From an optimization exercise on the open Yosys and OpenROAD flow, aimed at a short achievable clock period and few clock cycles; shortcuts taken in it are not production practice. In this exercise RTL edits were held to simulation tests only and were not proved equivalent to the original. Power and IR drop assume default switching activity.

File: flow/flow/run.sh
#!/bin/bash
set -o pipefail
bash standard.sh SETUP_SLACK_MARGIN=6.5 TNS_END_PERCENT=100 finish > flow.log 2>&1
File: flow/standard.sh
#!/bin/bash
# synth_recipe.tcl (not shown) runs the flow's synth.tcl, then flattens the netlist and writes it again
# the make line also repeats each setting of config.mk as NAME=value (left out here)
make -C /OpenROAD-flow-scripts/flow DESIGN_CONFIG=/design/flow/config.mk WORK_HOME=/design/flow/orfs CLKGATE_MAP_FILE= SYNTH_SCRIPT=/design/flow/synth_recipe.tcl "${@:-finish}"
File: flow/config.mk
export PLATFORM = sky130hd
export DESIGN_NAME = SCPU_W_1
export DESIGN_NICKNAME = SCPU_W_1
export VERILOG_FILES = /design/flow/design.v
export SDC_FILE = /design/flow/constraint.sdc
export NUM_CORES = 4
export LEC_CHECK = 0
export CAP_MARGIN = 20
export CORE_MARGIN = 2
export CORE_UTILIZATION = 40
export PLACE_DENSITY = 0.6
export SETUP_SLACK_MARGIN = 5
export SLEW_MARGIN = 20
export TNS_END_PERCENT = 100
File: flow/constraint.sdc
create_clock -name core_clock -period 10.0 [get_ports {clk}]
set_input_delay 2.0000 -clock core_clock [delete_from_list [all_inputs] [get_ports {clk}]]
set_output_delay 2.0000 -clock core_clock [all_outputs]
set_load 0.01 [all_outputs]
File: flow/design.v
`timescale 1ns / 1ps
module SCPU_W_1(
  input wire clk,
  input wire rst,
  input wire [31:0]inst_in,
  input wire [31:0]Data_in,
  output wire MemRW,
  output wire [31:0]PC_out,
  output wire [31:0]Data_out,
  output wire [31:0]Addr_out,
  output wire [3:0]wea,
  output wire [31:0] Reg00,
  output wire [31:0] Reg01,
  output wire [31:0] Reg02,
  output wire[31:0] Reg03,
  output wire[31:0] Reg04,
  output wire[31:0] Reg05,
  output wire[31:0] Reg06,
  output wire[31:0] Reg07,
  output wire[31:0] Reg08,
  output wire[31:0] Reg09,
  output wire[31:0] Reg10,
  output wire[31:0] Reg11,
  output wire[31:0] Reg12,
  output wire[31:0] Reg13,
  output wire[31:0] Reg14,
  output wire[31:0] Reg15,
  output wire[31:0] Reg16,
  output wire[31:0] Reg17,
  output wire[31:0] Reg18,
  output wire[31:0] Reg19,
  output wire[31:0] Reg20,
  output wire[31:0] Reg21,
  output wire[31:0] Reg22,
  output wire[31:0] Reg23,
  output wire[31:0] Reg24,
  output wire[31:0] Reg25,
  output wire[31:0] Reg26,
  output wire[31:0] Reg27,
  output wire[31:0] Reg28,
  output wire[31:0] Reg29,
  output wire[31:0] Reg30,
  output wire[31:0] Reg31
);
  reg [31:0] rf [1:31];
  reg [31:2] pc_f;                  
  reg        e_valid;
  reg [31:2] e_pc4;
  reg [31:2] e_pc;
  reg [31:2] e_bimm;                
  reg        e_auipc;
  reg [31:2] e_pnpc;                
  reg        e_hit;
  reg [1:0]  e_ctr;
  reg [31:0] e_a, e_b, e_s;         
  reg        e_fa, e_fb, e_fs;      
  reg        e_rr, e_xr, e_rx, e_xx;  
  reg [4:0]  e_rd;
  reg        e_wen;                 
  reg        e_load, e_store, e_br, e_jal, e_jalr;
  reg [2:0]  e_f3;
  reg [31:0] e_pv;                  
  reg        e_add_rr, e_add_xr, e_add_rx, e_add_xx;
  reg        e_sub_rr, e_sub_xr, e_sub_rx;
  reg        e_s_slt, e_s_sltu, e_s_xor, e_s_or, e_s_and,
             e_s_sll, e_s_srl, e_s_sra, e_s_pv;
  reg        x_valid;
  reg        x_wen;
  reg [4:0]  x_rd;
  reg [31:0] x_res;
  reg        x_load;
  reg [2:0]  x_f3;
  reg [1:0]  x_al;                  
  reg        x_jalr;                
  reg [31:2] x_jt, x_pnpc;
  reg        mem_we;
  reg [31:0] mem_addr, mem_data;
  reg [3:0]  mem_wea;
  wire [4:0] f_opc = inst_in[6:2];
  wire [4:0] f_rd  = inst_in[11:7];
  wire [4:0] f_rs1 = inst_in[19:15];
  wire [4:0] f_rs2 = inst_in[24:20];
  wire [2:0] f_f3  = inst_in[14:12];
  wire       f_f7  = inst_in[30];
  wire f_is_op    = f_opc == 5'b01100;
  wire f_is_opi   = f_opc == 5'b00100;
  wire f_is_load  = f_opc == 5'b00000;
  wire f_is_store = f_opc == 5'b01000;
  wire f_is_br    = f_opc == 5'b11000;
  wire f_is_jal   = f_opc == 5'b11011;
  wire f_is_jalr  = f_opc == 5'b11001;
  wire f_is_lui   = f_opc == 5'b01101;
  wire f_is_auipc = f_opc == 5'b00101;
  wire f_alu      = f_is_op | f_is_opi;
  wire f_use1    = f_alu | f_is_load | f_is_store | f_is_br | f_is_jalr;
  wire f_use2    = f_is_op | f_is_store | f_is_br;
  wire f_use_imm = f_is_opi | f_is_load | f_is_store | f_is_jalr;
  wire f_wen     = (f_alu | f_is_load | f_is_jal | f_is_jalr | f_is_lui | f_is_auipc) &
                   (f_rd != 5'd0);
  wire [31:0] f_imm_i = {{20{inst_in[31]}}, inst_in[31:20]};
  wire [31:0] f_imm_s = {{20{inst_in[31]}}, inst_in[31:25], inst_in[11:7]};
  wire [31:2] f_imm_b = {{20{inst_in[31]}}, inst_in[7], inst_in[30:25], inst_in[11:9]};
  wire [31:2] f_imm_j = {{12{inst_in[31]}}, inst_in[19:12], inst_in[20], inst_in[30:22]};
  wire [31:0] f_imm   = f_is_store ? f_imm_s : f_imm_i;
  wire [31:2] f_pc4   = pc_f + 30'd1;
  wire [31:0] m_wdata;
  wire [31:0] rf1 = (f_rs1 == 5'd0) ? 32'd0 : rf[f_rs1];
  wire [31:0] rf2 = (f_rs2 == 5'd0) ? 32'd0 : rf[f_rs2];
  wire        byp1 = x_wen && (x_rd == f_rs1);
  wire        byp2 = x_wen && (x_rd == f_rs2);
  wire [31:0] f_r1 = byp1 ? m_wdata : rf1;
  wire [31:0] f_r2 = byp2 ? m_wdata : rf2;
  wire stall = e_valid & e_load & e_wen &
               ((f_use1 & (e_rd == f_rs1)) | (f_use2 & (e_rd == f_rs2)));
  wire f_fa = e_valid & e_wen & (e_rd == f_rs1);
  wire f_fs = e_valid & e_wen & (e_rd == f_rs2);
  wire f_fb = f_fs & ~f_use_imm;
  wire f_s_add  = (f_alu & f_f3 == 3'b000 & ~(f_is_op & f_f7));
  wire f_s_sub  = f_is_op & f_f3 == 3'b000 & f_f7;
  wire [31:0] a = e_fa ? x_res : e_a;
  wire [31:0] b = e_fb ? x_res : e_b;
  wire [31:0] s = e_fs ? x_res : e_s;
  wire [31:0] sum_rr = e_a + e_b;
  wire [31:0] sum_xr = x_res + e_b;
  wire [31:0] sum_rx = e_a + x_res;
  wire [31:0] sum_xx = {x_res[30:0], 1'b0};
  wire [31:0] dif_rr = e_a - e_b;
  wire [31:0] dif_xr = x_res - e_b;
  wire [31:0] dif_rx = e_a - x_res;
  wire eq_rr = e_a == e_b, eq_xr = x_res == e_b, eq_rx = e_a == x_res;
  wire lu_rr = e_a < e_b,  lu_xr = x_res < e_b,  lu_rx = e_a < x_res;
  wire eq  = e_xx | (e_rr & eq_rr) | (e_xr & eq_xr) | (e_rx & eq_rx);
  wire ltu = (e_rr & lu_rr) | (e_xr & lu_xr) | (e_rx & lu_rx);
  wire lts = (a[31] ^ b[31]) ? a[31] : ltu;
  wire [31:0] addr = e_fa ? sum_xr : sum_rr;
  wire [31:0] sll  = a << b[4:0];
  wire [31:0] srl  = a >> b[4:0];
  wire [31:0] sra  = $signed(a) >>> b[4:0];
  wire [31:0] res =
      ({32{e_add_rr}} & sum_rr)    |
      ({32{e_add_xr}} & sum_xr)    |
      ({32{e_add_rx}} & sum_rx)    |
      ({32{e_add_xx}} & sum_xx)    |
      ({32{e_sub_rr}} & dif_rr)    |
      ({32{e_sub_xr}} & dif_xr)    |
      ({32{e_sub_rx}} & dif_rx)    |
      ({32{e_s_slt}}  & {31'd0, lts}) |
      ({32{e_s_sltu}} & {31'd0, ltu}) |
      ({32{e_s_xor}}  & (a ^ b))   |
      ({32{e_s_or}}   & (a | b))   |
      ({32{e_s_and}}  & (a & b))   |
      ({32{e_s_sll}}  & sll)       |
      ({32{e_s_srl}}  & srl)       |
      ({32{e_s_sra}}  & sra)       |
      ({32{e_s_pv}}   & (e_auipc ? {e_auipc_v, e_pc[11:2], 2'b00} : e_pv));
  reg taken;
  always @(*) begin
    case (e_f3)
      3'b000: taken = eq;
      3'b001: taken = ~eq;
      3'b100: taken = lts;
      3'b101: taken = ~lts;
      3'b110: taken = ltu;
      3'b111: taken = ~ltu;
      default: taken = 1'b0;
    endcase
  end
  wire [31:2] jalr_t = addr[31:2];
  wire [31:2] e_tgt  = e_pc + e_bimm;
  wire [31:2] t_x    = e_pc ^ e_bimm ^ e_pnpc;
  wire [31:2] t_c    = (e_pc & e_bimm) | ((e_pc ^ e_bimm) & ~e_pnpc);
  wire        e_eq_t = t_x == {t_c[30:2], 1'b0};
  wire [31:12] e_auipc_v = e_pc[31:12] + e_pv[31:12];
  wire        e_eq_4 = e_pnpc == e_pc4;
  reg         e_mis;
  reg  [31:2] e_rtgt;
  always @(*) begin
    if (e_br) begin
      e_mis  = taken ? ~e_eq_t : ~e_eq_4;
      e_rtgt = taken ? e_tgt : e_pc4;
    end else if (e_jal) begin
      e_mis  = ~e_eq_t;
      e_rtgt = e_tgt;
    end else if (e_jalr) begin
      e_mis  = 1'b0;                  
      e_rtgt = e_pc4;
    end else begin
      e_mis  = ~e_eq_4;
      e_rtgt = e_pc4;
    end
  end
  wire e_redirect = e_valid & e_mis;
  wire m_redirect = x_valid & x_jalr & (x_jt != x_pnpc);
  reg [3:0] st_wea;
  always @(*) begin
    case (e_f3[1:0])
      2'b00: st_wea = 4'b0001 << addr[1:0];
      2'b01: st_wea = addr[1] ? 4'b1100 : 4'b0011;
      default: st_wea = 4'b1111;
    endcase
  end
  wire [31:0] st_data = (e_f3[1:0] == 2'b00) ? {4{s[7:0]}} :
                        (e_f3[1:0] == 2'b01) ? {2{s[15:0]}} : s;
  localparam BI = 5;                        
  localparam BN = 1 << BI;
  localparam TH = BI + 2 + 8;               
  localparam GH = 16;                       
  reg [BN-1:0]   btb_v;
  reg [TH-1:BI+2] btb_tag [0:BN-1];
  reg [GH-1:2]   btb_tgt [0:BN-1];
  reg [1:0]      btb_ctr [0:BN-1];
  wire [BI-1:0]  f_bi   = pc_f[BI+1:2];
  wire           f_hit  = btb_v[f_bi] & (btb_tag[f_bi] == pc_f[TH-1:BI+2]);
  wire [1:0]     f_ctr  = btb_ctr[f_bi];
  wire           f_taken = f_hit & f_ctr[1];
  wire [31:2]    f_pnpc = f_taken ? {pc_f[31:GH], btb_tgt[f_bi]} : f_pc4;
  wire           b_we   = e_valid & (e_br | e_jal | e_jalr) & ~m_redirect;
  reg  [1:0]     b_ctr;
  always @(*) begin
    if (~e_br)       b_ctr = 2'b11;
    else if (~e_hit) b_ctr = taken ? 2'b10 : 2'b01;
    else if (taken)  b_ctr = (e_ctr == 2'b11) ? 2'b11 : e_ctr + 2'b01;
    else             b_ctr = (e_ctr == 2'b00) ? 2'b00 : e_ctr - 2'b01;
  end
  reg            u_we;
  reg [TH-1:2]   u_pc;
  reg [GH-1:2]   u_tgt;
  reg [1:0]      u_ctr;
  wire [7:0]  ld_b = x_al[1] ? (x_al[0] ? Data_in[31:24] : Data_in[23:16])
                             : (x_al[0] ? Data_in[15:8]  : Data_in[7:0]);
  wire [15:0] ld_h = x_al[1] ? Data_in[31:16] : Data_in[15:0];
  reg  [31:0] ld_v;
  always @(*) begin
    case (x_f3)
      3'b000: ld_v = {{24{ld_b[7]}}, ld_b};
      3'b001: ld_v = {{16{ld_h[15]}}, ld_h};
      3'b100: ld_v = {24'd0, ld_b};
      3'b101: ld_v = {16'd0, ld_h};
      default: ld_v = Data_in;
    endcase
  end
  assign m_wdata = x_load ? ld_v : x_res;
  always @(posedge clk or posedge rst) begin
    if (rst) begin
      pc_f    <= 30'd0;
      e_valid <= 1'b0;
      x_valid <= 1'b0;
      x_wen   <= 1'b0;
      mem_we  <= 1'b0;
      u_we    <= 1'b0;
      btb_v   <= {BN{1'b0}};
    end else begin
      if (m_redirect)      pc_f <= x_jt;
      else if (e_redirect) pc_f <= e_rtgt;
      else if (stall)      pc_f <= pc_f;
      else                 pc_f <= f_pnpc;
      e_valid <= ~stall & ~e_redirect & ~m_redirect;
      x_valid <= e_valid & ~m_redirect;
      x_wen   <= e_valid & e_wen & ~m_redirect;
      mem_we  <= e_valid & e_store & ~m_redirect;
      u_we    <= b_we;
      if (u_we) btb_v[u_pc[BI+1:2]] <= 1'b1;
    end
  end
  always @(posedge clk) begin
    e_pc4   <= f_pc4;
    e_pc    <= pc_f;
    e_bimm  <= f_is_jal ? f_imm_j : f_imm_b;
    e_auipc <= f_is_auipc;
    e_pnpc  <= f_pnpc;
    e_hit   <= f_hit;
    e_ctr   <= f_ctr;
    e_a     <= f_r1;
    e_b     <= f_use_imm ? f_imm : f_r2;
    e_s     <= f_r2;
    e_fa    <= f_fa;
    e_fb    <= f_fb;
    e_fs    <= f_fs;
    e_rr    <= ~f_fa & ~f_fb;
    e_xr    <= f_fa & ~f_fb;
    e_rx    <= ~f_fa & f_fb;
    e_xx    <= f_fa & f_fb;
    e_rd    <= f_rd;
    e_wen   <= f_wen;
    e_load  <= f_is_load;
    e_store <= f_is_store;
    e_br    <= f_is_br;
    e_jal   <= f_is_jal;
    e_jalr  <= f_is_jalr;
    e_f3    <= f_f3;
    e_pv    <= (f_is_lui | f_is_auipc) ? {inst_in[31:12], 12'd0} : {f_pc4, 2'b00};
    e_add_rr <= f_s_add & ~f_fa & ~f_fb;
    e_add_xr <= f_s_add & f_fa & ~f_fb;
    e_add_rx <= f_s_add & ~f_fa & f_fb;
    e_add_xx <= f_s_add & f_fa & f_fb;
    e_sub_rr <= f_s_sub & ~f_fa & ~f_fb;
    e_sub_xr <= f_s_sub & f_fa & ~f_fb;
    e_sub_rx <= f_s_sub & ~f_fa & f_fb;
    e_s_slt  <= f_alu & f_f3 == 3'b010;
    e_s_sltu <= f_alu & f_f3 == 3'b011;
    e_s_xor  <= f_alu & f_f3 == 3'b100;
    e_s_or   <= f_alu & f_f3 == 3'b110;
    e_s_and  <= f_alu & f_f3 == 3'b111;
    e_s_sll  <= f_alu & f_f3 == 3'b001;
    e_s_srl  <= f_alu & f_f3 == 3'b101 & ~f_f7;
    e_s_sra  <= f_alu & f_f3 == 3'b101 & f_f7;
    e_s_pv   <= f_is_lui | f_is_auipc | f_is_jal | f_is_jalr;
    x_rd    <= e_rd;
    x_res   <= res;
    x_load  <= e_load;
    x_f3    <= e_f3;
    x_al    <= addr[1:0];
    x_jalr  <= e_jalr;
    x_jt    <= jalr_t;
    x_pnpc  <= e_pnpc;
    mem_addr <= addr;
    mem_data <= st_data;
    mem_wea  <= st_wea;
    u_pc    <= e_pc[TH-1:2];
    u_tgt   <= e_jalr ? jalr_t[GH-1:2] : e_tgt[GH-1:2];
    u_ctr   <= b_ctr;
    if (u_we) begin
      btb_tag[u_pc[BI+1:2]] <= u_pc[TH-1:BI+2];
      btb_tgt[u_pc[BI+1:2]] <= u_tgt;
      btb_ctr[u_pc[BI+1:2]] <= u_ctr;
    end
    if (x_wen) rf[x_rd] <= m_wdata;
  end
  assign PC_out   = {pc_f, 2'b00};
  assign MemRW    = mem_we;
  assign Addr_out = mem_addr;
  assign Data_out = mem_data;
  assign wea      = mem_wea;
  assign Reg00 = 32'd0;
  assign Reg01 = rf[1];
  assign Reg02 = rf[2];
  assign Reg03 = rf[3];
  assign Reg04 = rf[4];
  assign Reg05 = rf[5];
  assign Reg06 = rf[6];
  assign Reg07 = rf[7];
  assign Reg08 = rf[8];
  assign Reg09 = rf[9];
  assign Reg10 = rf[10];
  assign Reg11 = rf[11];
  assign Reg12 = rf[12];
  assign Reg13 = rf[13];
  assign Reg14 = rf[14];
  assign Reg15 = rf[15];
  assign Reg16 = rf[16];
  assign Reg17 = rf[17];
  assign Reg18 = rf[18];
  assign Reg19 = rf[19];
  assign Reg20 = rf[20];
  assign Reg21 = rf[21];
  assign Reg22 = rf[22];
  assign Reg23 = rf[23];
  assign Reg24 = rf[24];
  assign Reg25 = rf[25];
  assign Reg26 = rf[26];
  assign Reg27 = rf[27];
  assign Reg28 = rf[28];
  assign Reg29 = rf[29];
  assign Reg30 = rf[30];
  assign Reg31 = rf[31];
endmodule
==> results of run 1 <==
metal layers:
layer	share of wire, %	track usage (%)
met1	35	50.19
met2	42	59.68
met3	12	12.08
met4	11	35.59
met5	0.026	0
path summary, 6_finish.rpt:
kind	startpoint	endpoint	slack, ns	cells after the start
worst max-delay path	inst_in[20]	e_b[14]	5.87	10
worst min-delay path	e_pnpc[15]	x_pnpc[15]	0.38	0
worst max register to register	x_res[19]	pc_f[21]	6.07	14
worst min register to register	e_pnpc[15]	x_pnpc[15]	0.38	0
max in group asynchronous	rst	pc_f[7]	7.64	3
min in group asynchronous	rst	x_valid	1.70	3
what timing repair did:
item                                    in CTS  in global routing
gates resized for setup                   6826                664
pin swaps                                  176                212
setup buffers                             1068                372
endpoints found under the setup margin    2343               1197
gates cloned                                95                 26
power groups by stage:
stage / combinational, W / sequential [W] / clock [W]
2_1_floorplan: 0.00664 / 0.0126 / 0
3_3_place_gp: 0.0104 / 0.0132 / 0
3_5_place_dp: 0.0104 / 0.0133 / 0
4_1_cts: 0.0129 / 0.0129 / 0.0101
5_1_grt: 0.0149 / 0.0130 / 0.0104
6_report: 0.0144 / 0.0130 / 0.0101
flip-flops by register name, summed over array words and instances, names as in the netlist, 31 cells and up:
register  count
btb_tgt     448
btb_v        32
btb_ctr      64
mem_addr     31
rf         1024
e_a          32
e_s          32
x_res        32
mem_data     32
e_b          32
btb_tag     256
metrics by stage:
step           total power, W  hold slack, ns  cell area [µm²]  worst slack [ns]  util [%]
3_5_place_dp          0.02366          0.3718           132200             3.738     45.89
6_report              0.03742          0.3807           161200             5.871     55.95
2_1_floorplan         0.01921          0.3625           116900             6.139         -
3_3_place_gp          0.02356          0.3721           132200             3.361     45.88
5_1_grt               0.03833          0.3882           161200             5.990     55.94
4_1_cts               0.03592          0.3794           154600             6.113     53.66
synth_stat cells (49+ instances only):
cell type and n:
nand2b_1 79, buf_1 124, xor2_1 95, dfrtp_1 67
o21bai_1 94, o211ai_1 96, nand3_1 117, nand2_1 414
inv_1 342, o21ai_0 306, nor2_1 546, buf_2 49
nor3_1 80, mux4_2 790, clkbuf_1 325, a21oi_1 377
mux2i_1 375, a221oi_1 49, xnor2_1 225, a21o_1 84
dfxtp_1 445, mux2_2 84, o21a_1 56, ha_1 307
a31oi_1 58, a22oi_1 118, edfxtp_1 1792
cell families (layout without fill, tap and decap cells):
logic type | after synthesis | count (layout) | share of synthesized area, %
compound gates | 1607 | 1607 | 9.220
xor+xnor | 321 | 321 | 2.432
fa+ha+maj | 344 | 344 | 3.953
buf+inv | 905 | 3744 | 3.226
flops | 2304 | 2304 | 55.55
mux | 1249 | 1249 | 19.40
other cells | 1 | 112 | 0.003235
simple gates | 1550 | 1555 | 6.212
cell type report:
| class | count | share of cell area, % |
|---|---|---|
| diodes | 78 | 0.1211 |
| clock buffers | 348 | 4.453 |
| clock inverters | 134 | 0.9973 |
| inverters | 350 | 0.9849 |
| multi-input cells | 5110 | 33.22 |
| flip-flops and latches | 2304 | 40.16 |
| well taps | 3781 | 2.934 |
| repair buffers | 2899 | 16.98 |
| repair inverters | 13 | 0.1420 |
worst max-delay path, cell delays in order:
cell and delay, ns:
buf_16 0.15, buf_4 0.17, buf_16 0.14, buf_16 0.16, mux4_2 0.52, mux4_2 0.68, o211ai_1 0.61, o21ai_2 0.20
nor2_1 0.14, nor2_1 0.06
==> results.toml, run 1 <==
[cells_and_area]
final_cells = 15020
final_nets = 11350
final-seq-area_um2 = 64750
layout_commonest_cell = "edfxtp_1"
layout-drive-gt1-share_pct = 46.24
final_cell_mix = "1792 x edfxtp_1, 1478 x buf_4, 790 x mux4_2, 629 x buf_6, 461 x buf_2"
multi_input_area_um2 = 53560
num-fill-cells = 23180
syn2layout_area_growth_pct = 39.07

[power_and_ir_drop]
p_clk_share_pct = 26.9
p_sw_w = 0.01405
p_sw_share_pct = 37.56
combPwrFrac_pct = 38.4
seqPwrFrac_pct = 34.6
p_per_area_nw_per_um2 = 232.1
leakagePower_nw = 60.70
peakVddDrop_mv = 0.1664
internal_power_w = 0.02336

[clock_network]
clockBufferDepth = 4
clock-sinks = 2304
cts_tree = "done"
cts_max_level = 5
clk_latency_ns = 0.94
ctsHoldBuffers = 0
clk_pin_slew_ns = 0.06
cts-root-buf = "clkbuf_16"
cts_buffers = 266

[place]
dpl.cell_count = 12900
gp_congestion = 1.019
hpwl_mm = 418.4
numPortBuffers = 1154

[sta]
fin_crit_sh_pct = 41.29
fmax_mhz = 242.2
drv_slew = 0
max_slew_margin_pct = 14.45
fin_crit_ns = 4.129
rsz0062_at_grt = "yes"
finalClockSkew_ns = 0.07076
setup_viol = 0
fin_tns_setup_ns = 0
tightestPinTransition_ns = 1.273
hold_viol = 0

[synthesis]
async_flop_share_pct = 2.908
yosysWarnings = 1
yosysSeqAreaShare_pct = 55.55
syn_area_um2 = 115900
synthTopCellsByArea = "edfxtp_1 46%, mux4_2 15%, dfxtp_1 7.7%, ha_1 3.3%, mux2i_1 3.2%"
synth_flop_cell = "edfxtp_1"
synth_top_area_cell = "edfxtp_1"
synth_edf_count = 1792
netlist_instances = 8281
avgSynthCellArea_um2 = 14.00
synth-seq-cells = 2304
synth_cell_types = 94
synth.top_cell.area_share_pct = 46.42

[floorplan]
ios = 1191
die-area_um2 = 294100
core_um2 = 288100
core.rowCount = 197
dieHeight_um = 542.3
die_w_um = 542.3
start_util_pct = 40.23

[setup_path]
crit_arrival_ns = 4.89
crit_path_start_kind = "primary input"
cp.required_ns = 10.76
crit_type = "primary input to flop"
crit_fanout = 7
cp-end-kind = "flop"

[grt]
grt_first_pass_wirelength_mm = 816.1
overflow = 0
grt_pass1_vias = 89910
grt_max_degree = 68
antenna_found_initial = 66
gr-usage-all-layers_pct = 41.16

[job]
cap_violations = 0

[route]
drtIter0Drc = 14860
wl_mm = 631.0
via_per_inst = 6.392
wl_per_cell_um = 42.02
drc = 0
num_vias = 95990
firstDrtPassIters = 6
ant_nets = 0

[worst_hold_path]
hp-class = "flop to flop"

[outcome]
status = "finished clean"
Testbench counts, summed over its fixed seeds: cycles 14,765.
==> run 2: changes to the inputs <==
--- a/flow/design.v
+++ b/flow/design.v
@@ -50,7 +50,7 @@
   reg [31:2] e_bimm;                
   reg        e_auipc;
   reg [31:2] e_pnpc;                
-  reg        e_hit;
+  reg        e_hit, e_ftaken;
   reg [1:0]  e_ctr;
   reg [31:0] e_a, e_b, e_s;         
   reg        e_fa, e_fb, e_fs;      
@@ -128,7 +128,10 @@
   wire [31:0] dif_xr = x_res - e_b;
   wire [31:0] dif_rx = e_a - x_res;
   wire eq_rr = e_a == e_b, eq_xr = x_res == e_b, eq_rx = e_a == x_res;
-  wire lu_rr = e_a < e_b,  lu_xr = x_res < e_b,  lu_rx = e_a < x_res;
+  wire lu_rr, lu_xr, lu_rx;
+  ltu32 u_c0(.a(e_a),   .b(e_b),   .lt(lu_rr));
+  ltu32 u_c1(.a(x_res), .b(e_b),   .lt(lu_xr));
+  ltu32 u_c2(.a(e_a),   .b(x_res), .lt(lu_rx));
   wire eq  = e_xx | (e_rr & eq_rr) | (e_xr & eq_xr) | (e_rx & eq_rx);
   wire ltu = (e_rr & lu_rr) | (e_xr & lu_xr) | (e_rx & lu_rx);
   wire lts = (a[31] ^ b[31]) ? a[31] : ltu;
@@ -182,8 +185,8 @@
       e_mis  = ~e_eq_t;
       e_rtgt = e_tgt;
     end else if (e_jalr) begin
-      e_mis  = 1'b0;                  
-      e_rtgt = e_pc4;
+      e_mis  = ~e_ftaken;
+      e_rtgt = jalr_t;
     end else begin
       e_mis  = ~e_eq_4;
       e_rtgt = e_pc4;
@@ -269,6 +272,7 @@
     e_auipc <= f_is_auipc;
     e_pnpc  <= f_pnpc;
     e_hit   <= f_hit;
+    e_ftaken <= f_taken;
     e_ctr   <= f_ctr;
     e_a     <= f_r1;
     e_b     <= f_use_imm ? f_imm : f_r2;
@@ -312,7 +316,7 @@
     x_al    <= addr[1:0];
     x_jalr  <= e_jalr;
     x_jt    <= jalr_t;
-    x_pnpc  <= e_pnpc;
+    x_pnpc  <= (e_jalr & ~e_ftaken) ? jalr_t : e_pnpc;
     mem_addr <= addr;
     mem_data <= st_data;
     mem_wea  <= st_wea;
@@ -364,3 +368,35 @@
   assign Reg30 = rf[30];
   assign Reg31 = rf[31];
 endmodule
+module ltu32(
+  input  wire [31:0] a,
+  input  wire [31:0] b,
+  output wire        lt
+);
+  wire [31:0] l0 = ~a & b;
+  wire [31:0] e0 = ~(a ^ b);
+  wire [15:0] l1, e1;
+  wire [7:0]  l2, e2;
+  wire [3:0]  l3, e3;
+  wire [1:0]  l4, e4;
+  genvar i;
+  generate
+    for (i = 0; i < 16; i = i + 1) begin : g1
+      assign l1[i] = l0[2*i+1] | (e0[2*i+1] & l0[2*i]);
+      assign e1[i] = e0[2*i+1] & e0[2*i];
+    end
+    for (i = 0; i < 8; i = i + 1) begin : g2
+      assign l2[i] = l1[2*i+1] | (e1[2*i+1] & l1[2*i]);
+      assign e2[i] = e1[2*i+1] & e1[2*i];
+    end
+    for (i = 0; i < 4; i = i + 1) begin : g3
+      assign l3[i] = l2[2*i+1] | (e2[2*i+1] & l2[2*i]);
+      assign e3[i] = e2[2*i+1] & e2[2*i];
+    end
+    for (i = 0; i < 2; i = i + 1) begin : g4
+      assign l4[i] = l3[2*i+1] | (e3[2*i+1] & l3[2*i]);
+      assign e4[i] = e3[2*i+1] & e3[2*i];
+    end
+  endgenerate
+  assign lt = l4[1] | (e4[1] & l4[0]);
+endmodule
==> run 2 against run 1 <==
Via count up 4.7%. Fmax fell by 0.58%. Critical path depth up 6. Critical path type is now flop to flop. Critical endpoint is now pc_f[28]. Global-route usage grew 1.8 points.
==> results.toml, run 2 <==
[clock_network]
cts_buffers = 265
cts-root-buf = "clkbuf_16"
clockBufferDepth = 4
cts_max_level = 5
clk_pin_slew_ns = 0.06
clk_latency_ns = 0.96
clock-sinks = 2305
cts_tree = "done"

[synthesis]
synth.top_cell.area_share_pct = 45.41
synth-simple-area-share_pct = 6.482
synth_top_area_cell = "edfxtp_1"
synth-compound-area-share_pct = 9.825
avgSynthCellArea_um2 = 13.74
synthXorXnorAreaFrac_pct = 2.484
synth_top_family_by_area = "multiplexers"
synth_cell_types = 99
synth-seq-cells = 2305
synthTopCellsByArea = "edfxtp_1 45%, mux4_2 15%, dfxtp_1 7.5%, ha_1 4.2%, mux2i_1 2.3%"
synth.top_cells.by_count = "1792 x edfxtp_1, 795 x mux4_2, 598 x nor2_1"
yosysWarnings = 1
synthMostInstantiatedCell = "edfxtp_1"
synthMuxAreaShare_pct = 18.75
yosysSeqAreaShare_pct = 54.36
async_flop_share_pct = 2.907
synth_fa_ha_area_share_pct = 4.849
syn_area_um2 = 118500
synth_edf_count = 1792
netlist_instances = 8626
synth_flop_cell = "edfxtp_1"

[place]
hpwl_mm = 460.6
numPortBuffers = 1154
dp_slack_ns = 3.692
gp_congestion = 1.031

[floorplan]
core_um2 = 294300
dieHeight_um = 548.3
ios = 1191
die-area_um2 = 300600
core.rowCount = 199
die_w_um = 548.3
start_util_pct = 40.26

[route]
wl_per_cell_um = 42.47
firstDrtPassIters = 8
via_per_inst = 6.388
wl_mm = 668.0
drc = 0
drtIter0Drc = 14030
ant_nets = 0
num_vias = 100500

[grt]
met1_usage_pct = 50.11
grt.busiest_layer = "met2"
grt_first_pass_wirelength_mm = 871.0
overflow = 0
grt_max_degree = 66
grt_util_met2_pct = 64.61
use_met3_pct = 12.95
gr-usage-all-layers_pct = 42.99
grt_pass1_vias = 96040
antenna_found_initial = 82

[setup_path]
crit_arrival_ns = 4.96
crit_fanout = 6
crit_path_start_kind = "flop"
cp-end-kind = "flop"
cp.required_ns = 10.80
crit_type = "flop to flop"
reg2reg_depth = 16

[cells_and_area]
layout-drive-gt1-share_pct = 48.25
top_register = "rf"
num-fill-cells = 24010
layout_commonest_cell = "edfxtp_1"
final_nets = 11980
syn2layout_area_growth_pct = 40.66
largest_register_ffs = 1024
final-seq-area_um2 = 64940
final_cell_mix = "1792 x edfxtp_1, 1605 x buf_4, 798 x mux4_2, 667 x buf_6, 529 x buf_2"
multi_input_area_um2 = 57560

[worst_hold_path]
hold_depth = 0
hp-class = "flop to flop"

[sta]
finalClockSkew_ns = 0.07961
fmax_mhz = 240.8
hold_viol = 0
fin_ws_ns = 5.847
drv_slew = 0
fin_crit_ns = 4.153
rsz0062_at_grt = "yes"
setup_viol = 0
fin_tns_setup_ns = 0
tightestPinTransition_ns = 1.343
max_slew_margin_pct = 10.07
fin_crit_sh_pct = 41.53

[power_and_ir_drop]
leakagePower_nw = 63.07
p_per_area_nw_per_um2 = 236.3
peakVddDrop_mv = 0.1804

[job]
cap_violations = 0

[outcome]
status = "finished clean"
-- run 2: what timing repair did --
| item | in CTS | in global routing |
|---|---|---|
| pin swaps | 269 | 263 |
| resized for setup | 7184 | 527 |
| setup endpoints to repair | 2338 | 794 |
| gates cloned | 81 | 4 |
| hold buffers | 0 | 0 |
| setup buffers | 1294 | 330 |
-- run 2: cell type report --
| class | instances | area share, % |
|---|---|---|
| clock inverters | 136 | 0.8566 |
| inverters | 364 | 0.9384 |
| multi-input cells | 5415 | 34.54 |
| repair buffers | 3114 | 17.20 |
| well taps | 3919 | 2.942 |
| flip-flops and latches | 2305 | 38.96 |
| diodes | 125 | 0.1877 |
| clock buffers | 342 | 4.321 |
| repair inverters | 8 | 0.05480 |
-- run 2: power by group --
group | total (W) | internal (W) | leakage (nW) | switching (W)
Sequential | 0.0132 | 0.0119 | 20.8 | 0.00137
Clock | 0.00993 | 0.00560 | 4.20 | 0.00433
Combinational | 0.0162 | 0.00661 | 38.1 | 0.00961
Total | 0.0394 | 0.0241 | 63.1 | 0.0153
-- run 2: cells by family after synthesis --
logic type                 Yosys count
muxes                             1193
AOI/OAI and AO/OA                 1736
and+or+nand+nor                   1670
adders and majority gates          437
DFF                               2305
buffers and inverters              948
other                                1
xor gates and xnor gates           336
-- run 2: worst max-delay path: stages (launching register included) --
cell,delay [ns]
dfxtp_4,0.39
ha_4,0.18
fa_2,0.37
nor2b_4,0.14
o311a_4,0.34
o2111ai_4,0.32
a31oi_4,0.15
nor2_2,0.11
buf_6,0.17
o311ai_4,0.11
o221ai_1,0.19
buf_4,0.25
mux2_4,0.32
o211ai_1,0.29
o2111ai_2,0.30
a31oi_1,0.27
o22ai_1,0.12
-- run 2: final timing paths --
kind                            slack (ns)  startpoint        to
worst max-delay path                  5.85      e_b[0]  pc_f[28]
worst min-delay path                  0.38      e_load    x_load
worst max register to register        5.85      e_b[0]  pc_f[28]
worst min register to register        0.38      e_load    x_load
max in group asynchronous             7.03         rst   pc_f[2]
min in group asynchronous             1.75         rst      u_we
-- run 2: stage by stage --
step	cells	util (%)	hold WS, ns	total power (W)	cell area [µm²]
after floorplan	8659	-	0.3290	0.01986	119800
after global placement	13410	46.08	0.3700	0.02523	135600
after detailed placement	13420	46.08	0.3718	0.02534	135600
after CTS	15270	54.80	0.3848	0.03823	161300
after global routing	15680	56.59	0.3935	0.04022	166600
final	15730	56.63	0.3828	0.03939	166700
-- run 2: per-layer routing --
| metal | vias to the layer above | routed length, µm |
|---|---|---|
| met5 | - | 218 |
| met4 | 34 | 74490 |
| met3 | 2024 | 76300 |
| met2 | 7344 | 291600 |
| met1 | 51660 | 225300 |
| li1 | 39410 | - |
Testbench counts of run 2, summed over its fixed seeds: cycles 14,699.
==> run 3: changes to the inputs <==
--- a/flow/config.mk
+++ b/flow/config.mk
@@ -7,8 +7,8 @@
 export LEC_CHECK = 0
 export CAP_MARGIN = 20
 export CORE_MARGIN = 2
-export CORE_UTILIZATION = 40
-export PLACE_DENSITY = 0.6
+export CORE_UTILIZATION = 45
+export PLACE_DENSITY = 0.65
 export SETUP_SLACK_MARGIN = 5
 export SLEW_MARGIN = 20
 export TNS_END_PERCENT = 100
==> run 3 against run 2 <==
Still clean. Area after synthesis did not move. Sequential power about the same. Clock power shrank 4.9%. Power is 2.0% lower. Fmax decreased by 2.5%. Utilization up 6.2 points. Final area fell by 1.2%. Die area fell by 11%. Critical path type unchanged. Critical endpoint is now pc_f[13]. Largest power group unchanged.
==> results.toml, run 3 <==
[outcome]
status = "finished clean"

[power_and_ir_drop]
p_per_area_nw_per_um2 = 234.5
fin_total_pwr_w = 0.03860
leakagePower_nw = 62.65
peakVddDrop_mv = 0.2174

[setup_path]
crit_arrival_ns = 5.04
cp.required_ns = 10.78
crit_type = "flop to flop"
crit_fanout = 5
cp-end-kind = "flop"
crit_path_start_kind = "flop"

[synthesis]
async_flop_share_pct = 2.907
synth_edf_count = 1792
synth_flop_cell = "edfxtp_1"
syn_area_um2 = 118500
synth.top_cell.area_share_pct = 45.41
synth.top_cells.by_count = "1792 x edfxtp_1, 795 x mux4_2, 598 x nor2_1"
synth_cell_types = 99
netlist_instances = 8626
synth-seq-cells = 2305
synth_top_area_cell = "edfxtp_1"
avgSynthCellArea_um2 = 13.74
yosysSeqAreaShare_pct = 54.36
synthMostInstantiatedCell = "edfxtp_1"
yosysWarnings = 1
synthTopCellsByArea = "edfxtp_1 45%, mux4_2 15%, dfxtp_1 7.5%, ha_1 4.2%, mux2i_1 2.3%"

[route]
firstDrtPassIters = 7
drc = 0
ant_nets = 0
wl_per_cell_um = 43.46
num_vias = 101800
drtIter0Drc = 14910
via_per_inst = 6.698
wl_mm = 660.5

[floorplan]
die-area_um2 = 267400
dieHeight_um = 517.1
ios = 1191
core.rowCount = 188
core_um2 = 262000
die_w_um = 517.1
start_util_pct = 45.22

[cells_and_area]
top_register = "rf"
layout-drive-gt1-share_pct = 46.95
layout_commonest_cell = "edfxtp_1"
syn2layout_area_growth_pct = 38.91
final_nets = 11940
final_cell_mix = "1792 x edfxtp_1, 1622 x buf_4, 798 x mux4_2, 748 x buf_6, 495 x nor2_1"
largest_register_ffs = 1024
num-fill-cells = 19790

[clock_network]
cts-root-buf = "clkbuf_16"
cts_max_level = 4
clockBufferDepth = 4
clock-sinks = 2305
clk_pin_slew_ns = 0.06
cts_tree = "done"
clk_latency_ns = 0.95
cts_buffers = 247

[sta]
hold_viol = 0
max_slew_margin_pct = 17.27
fin_crit_ns = 4.259
fin_crit_sh_pct = 42.59
drv_slew = 0
rsz0062_at_grt = "yes"
fin_tns_setup_ns = 0
setup_viol = 0
finalClockSkew_ns = 0.06906
tightestPinTransition_ns = 1.235
fmax_mhz = 234.8

[grt]
grt_max_degree = 64
antenna_found_initial = 60
grt_first_pass_wirelength_mm = 849.0
grt_pass1_vias = 94360
overflow = 0
gr-usage-all-layers_pct = 47.40

[job]
cap_violations = 0

[place]
gp_congestion = 1.060
numPortBuffers = 1154
hpwl_mm = 451.9

[worst_hold_path]
hp-class = "flop to flop"
[run 3: worst max-delay path, cell delays in order, from the launching register on]
cell and delay, ns:
dfxtp_4 0.43, inv_4 0.06, buf_4 0.13, buf_6 0.12, ha_2 0.39, nand2_1 0.15, nor3_4 0.34, nand3_2 0.20
o211a_4 0.32, mux2i_4 0.23, buf_4 0.18, o41a_1 0.48, and2_4 0.26, buf_12 0.14, nor3_4 0.27, buf_12 0.15
a22oi_2 0.07, o211a_1 0.16
[run 3: worst paths after layout]
kind	slack [ns]	from	endpoint	cells after the start
max reg2reg	5.74	e_a[0]	pc_f[13]	17
min	0.40	e_load	x_load	0
min in group asynchronous	1.54	rst	pc_f[9]	2
max in group asynchronous	7.08	rst	pc_f[23]	3
max	5.74	e_a[0]	pc_f[13]	17
min reg2reg	0.40	e_load	x_load	0
[run 3: per-stage QoR]
| step | instances | setup slack [ns] | utilization (%) | area (µm²) | hold WS, ns |
|---|---|---|---|---|---|
| 2_1_floorplan | 8659 | 6.005 | - | 119800 | 0.3290 |
| 3_5_place_dp | 13000 | 4.011 | 51.55 | 135100 | 0.3863 |
| 5_1_grt | 15160 | 5.713 | 62.78 | 164500 | 0.4089 |
| 4_1_cts | 14640 | 5.724 | 60.12 | 157500 | 0.3978 |
| 6_report | 15200 | 5.741 | 62.81 | 164600 | 0.3978 |
| 3_3_place_gp | 13000 | 4.073 | 51.53 | 135000 | 0.3844 |
[run 3: what timing repair did]
action | CTS | global route
hold endpoints to repair | 0 | 0
hold buffers | 0 | 0
resized for setup | 6950 | 628
pin swaps | 228 | 213
setup buffers | 1117 | 498
cloned | 73 | 12
endpoints found under the setup margin | 2281 | 1248
[run 3: kinds of logic after synthesis]
logic type | count (synthesis) | synth area share, %
flops | 2305 | 54.36
compound gates | 1736 | 9.825
simple gates | 1670 | 6.482
mux | 1193 | 18.75
buf+inv | 948 | 3.247
fa+ha+maj | 437 | 4.849
xor+xnor | 336 | 2.484
other cells | 1 | 0.003165
[run 3: cell type report]
type	count	area [µm²]	area share (%)
diodes	47	117.6	0.07146
clock buffers	298	6495	3.946
clock inverters	150	1565	0.9510
inverters	364	1538	0.9343
multi-input cells	5413	57010	34.64
flip-flops and latches	2305	64840	39.39
well taps	3515	4398	2.672
repair buffers	3099	28570	17.36
repair inverters	8	57.56	0.03497
[run 3: power breakdown]
part	leakage [nW]	internal, W	total [W]	switching [W]
combinational	38.0	0.00635	0.0159	0.00953
sequential	20.8	0.0119	0.0133	0.00141
clock	3.93	0.00533	0.00944	0.00412
total	62.7	0.0235	0.0386	0.0151
[run 3: layer usage]
layer	global-route usage [%]	share of wire [%]
met5	0.07210	0.035
met4	42.29	12
met3	15.74	13
met2	70.10	43
met1	54.91	33
==> run 4: changes to the inputs <==
--- a/flow/config.mk
+++ b/flow/config.mk
@@ -7,8 +7,8 @@
 export LEC_CHECK = 0
 export CAP_MARGIN = 20
 export CORE_MARGIN = 2
-export CORE_UTILIZATION = 45
-export PLACE_DENSITY = 0.65
+export CORE_UTILIZATION = 35
+export PLACE_DENSITY = 0.55
 export SETUP_SLACK_MARGIN = 5
 export SLEW_MARGIN = 20
 export TNS_END_PERCENT = 100
==> run 4 against run 3 <==
Still clean. Count of clock-buffer cells in the layout grew 50. Worst setup slack improved by 0.10 ns. Cell count up 5.7%. Power shrank 0.12%. Synthesized cell count unchanged. Critical path depth up 1. Register-to-register slack better by 0.10 ns. Clock power increased by 6%. First-iteration DRC count is 18% lower. Wire length is 2.2% lower. Worst hold slack worse by 0.043 ns. Flip-flop and latch count unchanged. Critical path type unchanged.
==> results.toml, run 4 <==
[outcome]
status = "finished clean"

[sta]
finalClockSkew_ns = 0.09517
rsz0062_at_grt = "yes"
hold_viol = 0
fin_crit_ns = 4.155
drv_slew = 0
fmax_mhz = 240.7
tightestPinTransition_ns = 1.253
fin_tns_setup_ns = 0
hold-worst-slack_ns = 0.3549
fin_crit_sh_pct = 41.55
setup_viol = 0
max_slew_margin_pct = 16.48

[synthesis]
synth.top_cells.by_count = "1792 x edfxtp_1, 795 x mux4_2, 598 x nor2_1"
synth.top_cell.area_share_pct = 45.41
yosysWarnings = 1
netlist_instances = 8626
synthTopCellsByArea = "edfxtp_1 45%, mux4_2 15%, dfxtp_1 7.5%, ha_1 4.2%, mux2i_1 2.3%"
yosysSeqAreaShare_pct = 54.36
synth_flop_cell = "edfxtp_1"
synth_top_area_cell = "edfxtp_1"
synthMostInstantiatedCell = "edfxtp_1"
syn_area_um2 = 118500
synth_cell_types = 99
synth-seq-cells = 2305
avgSynthCellArea_um2 = 13.74
async_flop_share_pct = 2.907
synth_edf_count = 1792

[setup_path]
crit_end = "pc_f[13]"
cp-startpoint = "pc_f[2]"
cp-end-kind = "flop"
crit_chain = "buf_4 -> buf_4 -> bufbuf_16 -> mux4_2 -> a22oi_1 -> nand3_1 -> nand2_1 -> xor2_1 -> nand4_1 -> or3b_4 -> buf_6 -> buf_12 -> buf_16 -> buf_12 -> mux2i_4 -> nor2_1 -> a22oi_1 -> o211a_1"
cp_slowest_cell = "dfrtp_4"
timing.rr.start = "pc_f[2]"
reg2reg_depth = 18
crit_arrival_ns = 4.97
crit_fanout = 10
cp_top_family = "buffers and inverters"
worstReg2RegEnd = "pc_f[13]"
cp.depth = 18
crit_buf_inv = 7
cp.required_ns = 10.81
r2r_setup_slack_ns = 5.85
crit_type = "flop to flop"
crit_path_start_kind = "flop"
cp_slowest_stage_delay_ns = 0.52

[route]
firstDrtPassIters = 8
wl_met1_mm = 227.2
ant_nets = 0
met2_length_mm = 284.5
dr.max_layer_used = "met5"
drtIter0Drc = 12210
drc = 0
wl_per_cell_um = 40.22
wl_mm = 646.2
num_vias = 98120
met3_length_mm = 70.15
via_per_inst = 6.106

[worst_hold_path]
hp-class = "flop to flop"
hold_depth = 0

[clock_network]
cts_max_level = 5
clockBufferDepth = 4
cts_tree = "done"
cts_buffers = 271
clk_latency_ns = 0.95
cts-root-buf = "clkbuf_16"
clock-sinks = 2305
clk_pin_slew_ns = 0.06
ctsHoldBuffers = 0

[cells_and_area]
final_cell_mix = "1792 x edfxtp_1, 1495 x buf_4, 798 x mux4_2, 792 x buf_6, 492 x nor2_1"
final_cells = 16070
syn2layout_area_growth_pct = 40.05
largest_register_ffs = 1024
top_register = "rf"
layout_commonest_cell = "edfxtp_1"
layout-drive-gt1-share_pct = 46.78
final_nets = 11810

[floorplan]
start_util_pct = 35.18
core.rowCount = 213
dieHeight_um = 585.9
core_um2 = 336900
ios = 1191
die_w_um = 585.9
die-area_um2 = 343200

[grt]
grt_max_degree = 64
gr-usage-all-layers_pct = 36.37
grt_pass1_vias = 93730
grt_first_pass_wirelength_mm = 844.7
overflow = 0
antenna_found_initial = 58

[job]
cap_violations = 0

[place]
gp_congestion = 1.024
dpl.cell_count = 13980
numPortBuffers = 1154
hpwl_mm = 447.6

[power_and_ir_drop]
peakVddDrop_mv = 0.1528
leakagePower_nw = 62.24
p_per_area_nw_per_um2 = 232.3
fin_total_pwr_w = 0.03855
run 4: cell count changes in the layout (fill, tap and decap cells not counted), sizes merged, moves of 2 or more:
cell,delta
clkdlybuf4s15,-8
nor2,+2
diode,-9
clkdlybuf4s50,+5
buf,-141
clkinvlp,-2
bufinv,-7
clkinv,-16
clkbuf,+47
dlygate4sd2,-3
bufbuf,-6
inv,+7
run 4: worst min path at each step:
| stage | endpoint | start |
|---|---|---|
| after floorplan | x_f3[0] | e_f3[0] |
| after global placement | x_load | e_load |
| after detailed placement | x_load | e_load |
| after CTS | x_load | e_load |
| after global routing | x_load | e_load |
| final | x_load | e_load |
run 4: worst reg2reg max path, cell delays in order, from the launching register on:
cell       delay [ns]
dfrtp_4          0.52
buf_4            0.18
buf_4            0.12
bufbuf_16        0.30
mux4_2           0.51
a22oi_1          0.20
nand3_1          0.21
nand2_1          0.16
xor2_1           0.17
nand4_1          0.16
or3b_4           0.43
buf_6            0.13
buf_12           0.13
buf_16           0.17
buf_12           0.15
mux2i_4          0.19
nor2_1           0.12
a22oi_1          0.07
o211a_1          0.14
run 4: layout make-up:
type,count,area [µm²]
timing repair inverter,8,77.57
sequential,2305,64920
multi-input combinational,5415,57190
antenna,38,95.09
timing repair buffer,2943,27790
clock inverter,132,1451
fill,29270,170900
clock buffer,348,7266
tap,4515,5649
inverter,364,1509
run 4: layer usage:
layer	up-vias	global-route usage (%)
met2	6628	55.35
met3	1742	10.55
li1	39010	-
met5	-	0.5744
met1	50710	43.26
met4	28	28.33
run 4: timing repair:
action	in CTS	in global routing
pin swaps	244	167
gates cloned	74	9
setup endpoints to repair	2331	1222
setup buffers	1106	377
resized for setup	7368	507
run 4: cell families (layout without fill, tap and decap cells):
kind of cell             count (synthesis)  in the layout  share of synthesized area [%]
buffers and inverters                  948           3795                          3.247
adder cells (fa/ha/maj)                437            437                          4.849
flip-flops                            2305           2305                          54.36
XOR/XNOR                               336            336                          2.484
other                                    1             72                       0.003165
AO/OA/AOI/OAI                         1736           1740                          9.825
AND/OR/NAND/NOR                       1670           1675                          6.482
multiplexers                          1193           1193                          18.75
run 4: per-stage QoR:
step	cell area, µm²	worst slack, ns	utilization, %
3_3_place_gp	136100	3.581	40.41
4_1_cts	160400	5.827	47.61
2_1_floorplan	119800	6.005	-
6_report	165900	5.845	49.26
5_1_grt	165900	5.791	49.25
3_5_place_dp	136100	3.601	40.41
run 4: where the power goes:
group | switching [W] | internal [W]
clock network | 0.00428 | 0.00574
registers | 0.00141 | 0.0119
logic | 0.00907 | 0.00618

==> separate check: timing with driven ports <==
How much do the figures lean on ideal ports? The routed layouts below were timed once more, with nothing changed but the port constraints.
Step 1 sets driving cells, clkbuf_16 on the clock port and buf_2 on the other inputs (assumed; they add their load-dependent delay and slew).
Step 2 adds t to the input delays and takes it off the output delays; t is the mean of the earliest and latest rising clock arrival at the registers after step 1. Input paths then give back, and output paths get back, about the clock's delay inside the block.
Three values: no drivers, after step 1, after step 2; two values: the first two.
run | shift t [ns] | setup WS [ns] | hold WS [ns] | worst data-port slew with drivers (ns) | cell pins on the clock port's net
run 1 | 0.990 | 5.871 / 5.537 / 4.546 | 0.381 / 0.381 / 0.381 | 0.60 | 1
run 2 | 1.011 | 5.847 / 5.847 / 4.952 | 0.383 / 0.383 / 0.383 | 0.38 | 1
run 3 | 1.004 | 5.741 / 5.741 / 4.923 | 0.398 / 0.398 / 0.398 | 0.48 | 1
run 4 | 0.992 | 5.845 / 5.845 / 4.854 | 0.355 / 0.355 / 0.355 | 0.35 | 1
After both steps every run listed still meets setup and hold. For run 1, which loses most, drivers alone change the setup slack by -0.334 ns; drivers and shift together by -1.325 ns.
